This is an optimization exercise on Yosys and OpenROAD, whose aim is small area, not a production implementation.
Only simulation tests tie the RTL to the original design; equivalence was not proved.
Power is estimated from default activity; no workload was simulated.

==> inputs of 11-14 <==
Design cpu65xx, start of the top module:
module cpu65xx(clk, enable, reset, nmi_n, irq_n, so_n, din, dout, addr, we, debugOpcode, debugPc, debugA, debugX, debugY, debugS);
  input clk;
  wire clk;
  input enable;
  wire enable;
  input reset;
  wire reset;
  input nmi_n;
  wire nmi_n;
  input irq_n;
  wire irq_n;
  input so_n;
  wire so_n;
  input [7:0] din;
  wire [7:0] din;
  output [7:0] dout;
  wire [7:0] dout;
  output [15:0] addr;
  reg [15:0] addr;
  output we;
  wire we;
  output [7:0] debugOpcode;
  reg [7:0] debugOpcode;
  output [15:0] debugPc;
  reg [15:0] debugPc;
  output [7:0] debugA;
  reg [7:0] debugA;
  output [7:0] debugX;
  reg [7:0] debugX;
  output [7:0] debugY;
  reg [7:0] debugY;
  output [7:0] debugS;
  reg [7:0] debugS;
  wire [7:0] _0000_;
  wire _0001_;
  wire _0002_;
  wire _0003_;
  wire _0004_;
  wire _0005_;
  wire _0006_;
  wire _0007_;
  wire _0008_;
  wire _0009_;
  wire _0010_;
  wire _0011_;
  wire _0012_;
  wire _0013_;
  wire _0014_;
  wire _0015_;
  wire _0016_;
  wire _0017_;
  wire _0018_;
  wire _0019_;
  wire _0020_;
  wire _0021_;
  wire _0022_;
  wire _0023_;
  wire _0024_;
  wire _0025_;
  wire _0026_;
  wire _0027_;
  wire _0028_;
  wire _0029_;
  wire _0030_;
  wire _0031_;
  wire _0032_;
  wire _0033_;
  wire _0034_;
  wire _0035_;
  wire _0036_;
  wire _0037_;
  wire _0038_;
  wire _0039_;
  wire _0040_;
  wire _0041_;
  wire _0042_;
  wire _0043_;
  wire _0044_;
  wire _0045_;
  wire _0046_;
  wire _0047_;
  wire _0048_;
  wire _0049_;
  wire _0050_;
  wire _0051_;
  wire _0052_;
  wire _0053_;
  wire _0054_;
  wire _0055_;
  wire _0056_;
  wire _0057_;
  wire _0058_;
  wire _0059_;
  wire _0060_;
  wire _0061_;
  wire _0062_;
  wire _0063_;
  wire _0064_;
  wire _0065_;
  wire _0066_;
  wire _0067_;
  wire _0068_;
  wire _0069_;
  ...
Settings: LEC_CHECK=0, ABC_AREA=1, CAP_MARGIN=20, CORE_MARGIN=2, CORE_UTILIZATION=65, SLEW_MARGIN=20; clock period 10.0 ns.
standard.sh (not shown) runs the stock make flow with config.mk's settings and CLKGATE_MAP_FILE= SYNTH_SCRIPT=/design/flow/synth_recipe.tcl, a recipe that flattens the netlist after the stock synthesis.
==> flow/flow/run.sh <==
#!/bin/bash
# Standard ORFS layout (the standard.sh), with two changes:
#  - the port buffers are the smallest buffer (buf_1) instead of the
#    default choice;
#  - clock tree synthesis uses clkbuf_8 and inserts no dummy loads.
set -euo pipefail
export BUFFER_PORTS_ARGS="-buffer_cell sky130_fd_sc_hd__buf_1"
export CTS_ARGS="-sink_clustering_enable -repair_clock_nets -dont_use_dummy_load -buf_list sky130_fd_sc_hd__clkbuf_8"
bash standard.sh > standard.log 2>&1
==> 01-01: changes against 11-14 <==
==> flow/flow/run.sh (replaced) <==
#!/bin/bash
# Standard ORFS layout (the standard.sh), with two changes:
#  - the port buffers are the smallest buffer (buf_1) instead of the
#    default choice;
#  - clock tree synthesis inserts no dummy loads.
set -euo pipefail
export BUFFER_PORTS_ARGS="-buffer_cell sky130_fd_sc_hd__buf_1"
export CTS_ARGS="-sink_clustering_enable -repair_clock_nets -dont_use_dummy_load"
bash standard.sh > standard.log 2>&1
- ABC_AREA: 1 -> default
- CORE_UTILIZATION: 65 -> 40
==> 05-16: changes against 11-14 <==
==> flow/flow/run.sh (replaced) <==
#!/bin/bash
# Standard ORFS layout (the standard.sh), with two changes:
#  - the port buffers are the smallest buffer (buf_1) instead of the
#    default choice;
#  - clock tree synthesis inserts no dummy loads.
set -euo pipefail
export BUFFER_PORTS_ARGS="-buffer_cell sky130_fd_sc_hd__buf_1"
export CTS_ARGS="-sink_clustering_enable -repair_clock_nets -dont_use_dummy_load"
bash standard.sh > standard.log 2>&1
- ABC_AREA: 1 -> default
==> 10-04: changes against 11-14 <==
==> flow/flow/run.sh (replaced) <==
#!/bin/bash
# Standard ORFS layout (the standard.sh), with two changes:
#  - the port buffers are the smallest buffer (buf_1) instead of the
#    default choice;
#  - clock tree synthesis inserts no dummy loads.
set -euo pipefail
export BUFFER_PORTS_ARGS="-buffer_cell sky130_fd_sc_hd__buf_1"
export CTS_ARGS="-sink_clustering_enable -repair_clock_nets -dont_use_dummy_load"
bash standard.sh > standard.log 2>&1
- CORE_UTILIZATION: 65 -> 55
==> results.ini <==
[status]
status = complete, no violations

[layout]
syn_to_final_growth_pct = 8.53
postLayoutCoreUtil = 0.616
multi_input_gates = 951
multi_input_area_share = 0.558

[synthesis]
syn-num-nets = 1352
yosys.area_share.simple = 0.304

[setup_path]
reg2regPathDepth = 35
crit_start = debugOpcode[6]$_SDFFCE_PP1P_
r2r_setup_slack_ns = 1.22
cp_max_fo = 13

[sta]
worstMarginPinSlew_ns = 1.01

[power]
swShare = 0.410

[place]
gp_congestion = 1.02

[drt]
met3WireLength_um = 4300

The numbers above come from 10-04.

==> results.ini <==
[layout]
syn_to_final_growth_pct = 7.00
multi_input_area_share = 0.609
multi_input_gates = 881

[setup_path]
reg2regPathDepth = 31
crit_start = debugOpcode[2]$_SDFFCE_PP1P_

[sta]
worstMarginPinSlew_ns = 1.21

[place]
gp_congestion = 1.00

[status]
status = complete, no violations

[synthesis]
syn-num-nets = 1194
yosys.area_share.simple = 0.212

The numbers above come from 05-16.

==> results.ini <==
[status]
status = complete, no violations

[power]
swShare = 0.399

[setup_path]
reg2regPathDepth = 31
crit_start = debugOpcode[4]$_SDFFCE_PP0P_

[sta]
worstMarginPinSlew_ns = 1.09

[drt]
met3WireLength_um = 3550

[synthesis]
syn-num-nets = 1194

The numbers above come from 01-01.

==> results.ini <==
[status]
status = complete, no violations

[power]
swShare = 0.430

[layout]
multi_input_gates = 951
syn_to_final_growth_pct = 6.81
multi_input_area_share = 0.567

[setup_path]
reg2regPathDepth = 35
cp_max_fo = 13
crit_start = debugOpcode[6]$_SDFFCE_PP1P_
r2r_setup_slack_ns = 1.13

[drt]
met3WireLength_um = 4380

[synthesis]
yosys.area_share.simple = 0.304
syn-num-nets = 1352

The numbers above come from 11-14.


* * *

==> inputs of job 6833 <==
cpu65xx, a different RTL version from the one above (not shown whole).
==> flow/config.mk <==
export PLATFORM = sky130hd
export DESIGN_NAME = cpu65xx
export DESIGN_NICKNAME = cpu65xx
export VERILOG_FILES = /design/flow/design.v
export SDC_FILE = /design/flow/constraint.sdc
export NUM_CORES = 4
export LEC_CHECK = 0
export CAP_MARGIN = 20
export CORE_MARGIN = 2
export CORE_UTILIZATION = 40
export SLEW_MARGIN = 20
==> flow/constraint.sdc <==
create_clock -name core_clock -period 10.0 [get_ports {clk}]
set_input_delay 2.0000 -clock core_clock [delete_from_list [all_inputs] [get_ports {clk}]]
set_output_delay 2.0000 -clock core_clock [all_outputs]
set_load 0.01 [all_outputs]
==> flow/flow/run.sh <==
#!/bin/bash
# Standard ORFS layout (the standard.sh), with two changes:
#  - the port buffers are the smallest buffer (buf_1) instead of the
#    default choice;
#  - clock tree synthesis uses clkbuf_8 below the root buffer and
#    inserts no dummy loads.
set -euo pipefail
export BUFFER_PORTS_ARGS="-buffer_cell sky130_fd_sc_hd__buf_1"
export CTS_ARGS="-sink_clustering_enable -repair_clock_nets -dont_use_dummy_load -root_buf sky130_fd_sc_hd__clkbuf_16 -buf_list sky130_fd_sc_hd__clkbuf_8"
bash standard.sh > standard.log 2>&1
==> job 8489: changes against job 6833 <==
==> flow/flow/run.sh (replaced) <==
#!/bin/bash
# Standard ORFS layout (the standard.sh), with two changes:
#  - the port buffers are the smallest buffer (buf_1) instead of the
#    default choice;
#  - clock tree synthesis inserts no dummy loads.
set -euo pipefail
export BUFFER_PORTS_ARGS="-buffer_cell sky130_fd_sc_hd__buf_1"
export CTS_ARGS="-sink_clustering_enable -repair_clock_nets -dont_use_dummy_load"
bash standard.sh > standard.log 2>&1
--- a/flow/config.mk
+++ b/flow/config.mk
@@ -5,7 +5,8 @@
 export SDC_FILE = /design/flow/constraint.sdc
 export NUM_CORES = 4
 export LEC_CHECK = 0
+export ABC_AREA = 1
 export CAP_MARGIN = 20
 export CORE_MARGIN = 2
-export CORE_UTILIZATION = 40
+export CORE_UTILIZATION = 65
 export SLEW_MARGIN = 20
==> job 4485: changes against job 6833 <==
==> flow/flow/run.sh (replaced) <==
#!/bin/bash
# Standard ORFS layout (the standard.sh), with two changes:
#  - the port buffers are the smallest buffer (buf_1) instead of the
#    default choice;
#  - clock tree synthesis inserts no dummy loads.
set -euo pipefail
export BUFFER_PORTS_ARGS="-buffer_cell sky130_fd_sc_hd__buf_1"
export CTS_ARGS="-sink_clustering_enable -repair_clock_nets -dont_use_dummy_load"
bash standard.sh > standard.log 2>&1
--- a/flow/config.mk
+++ b/flow/config.mk
@@ -5,6 +5,7 @@
 export SDC_FILE = /design/flow/constraint.sdc
 export NUM_CORES = 4
 export LEC_CHECK = 0
+export ABC_AREA = 1
 export CAP_MARGIN = 20
 export CORE_MARGIN = 2
 export CORE_UTILIZATION = 40
==> results.txt <==
sequential share of power=38.2%; # diodes=0; fillers=2453; top routing layer in use=met4; Power Internal=902 µW; crit path capture=debugS[7]$_DFF_P_; largest family of logic cells by synthesized area=compound AO/OA/AOI/OAI gates; status=timing/DRC/antenna clean; Clock Skew=0.0178 ns; GR Util met1=41.5%; share of layout cells above drive strength 1=10.6%
Source of the figures above: job 6833

==> results.txt <==
status=timing/DRC/antenna clean; sequential share of power=36.5%; Seq/Total Area, Yosys=28.8%; GR Util met1=61.6%; crit path capture=debugPc[15]$_DFFE_PP_; hold_sp=V$_DFF_P_; # diodes=0; largest family of logic cells by synthesized area=simple AND/OR/NAND/NOR gates; top routing layer in use=met4; Clock Skew=0.0202 ns; CP Launch Type=flop; fillers=1232; worst hold path class=reg -> reg
Source of the figures above: job 8489

==> results.txt <==
status=timing/DRC/antenna clean; # diodes=1; sequential share of power=36.8%; top routing layer in use=met5; fillers=2608; GR Util met1=41.9%; crit path capture=debugPc[15]$_DFFE_PP_
Source of the figures above: job 4485

-- port drivers added, routing unchanged --
No port has a modelled driver above. Below, the same layouts with a new extraction and two added sets of constraints. Step 1: set_driving_cell puts a clkbuf_16 on clk and a buf_2 on each other input, an assumption about the parent block. Step 2, shift: input delay + t, output delay - t, t = (earliest + latest rising clock arrival at the registers) / 2. This alone moves slack from input paths to output paths. a / b / c = no drivers / after step 1 / after step 2; a / b = the first two.
run	t (ns)	slack for setup (ns)	hold WS [ns]	slew at the worst register clock pin (ns)
11-14	0.436	0.968 / 0.925 / 1.133	0.513 / 0.513 / 0.513	0.11 / 0.11
01-01	0.398	0.517 / 0.516 / 0.516	0.478 / 0.478 / 0.478	0.09 / 0.09
05-16	0.400	0.535 / 0.535 / 0.535	0.477 / 0.477 / 0.477	0.08 / 0.08
10-04	0.405	1.154 / 1.107 / 1.217	0.525 / 0.525 / 0.525	0.08 / 0.08
job 6833	0.398	0.529 / 0.529 / 0.529	0.470 / 0.470 / 0.470	0.08 / 0.08
job 8489	0.400	0.591 / 0.591 / 0.591	0.485 / 0.485 / 0.485	0.08 / 0.08
job 4485	0.393	0.888 / 0.888 / 0.888	0.486 / 0.486 / 0.486	0.09 / 0.09
After both steps setup and hold are still met in every run listed. The setup slack of 01-01, which loses most, moves by -0.001 ns with the drivers and by -0.001 ns with both steps.
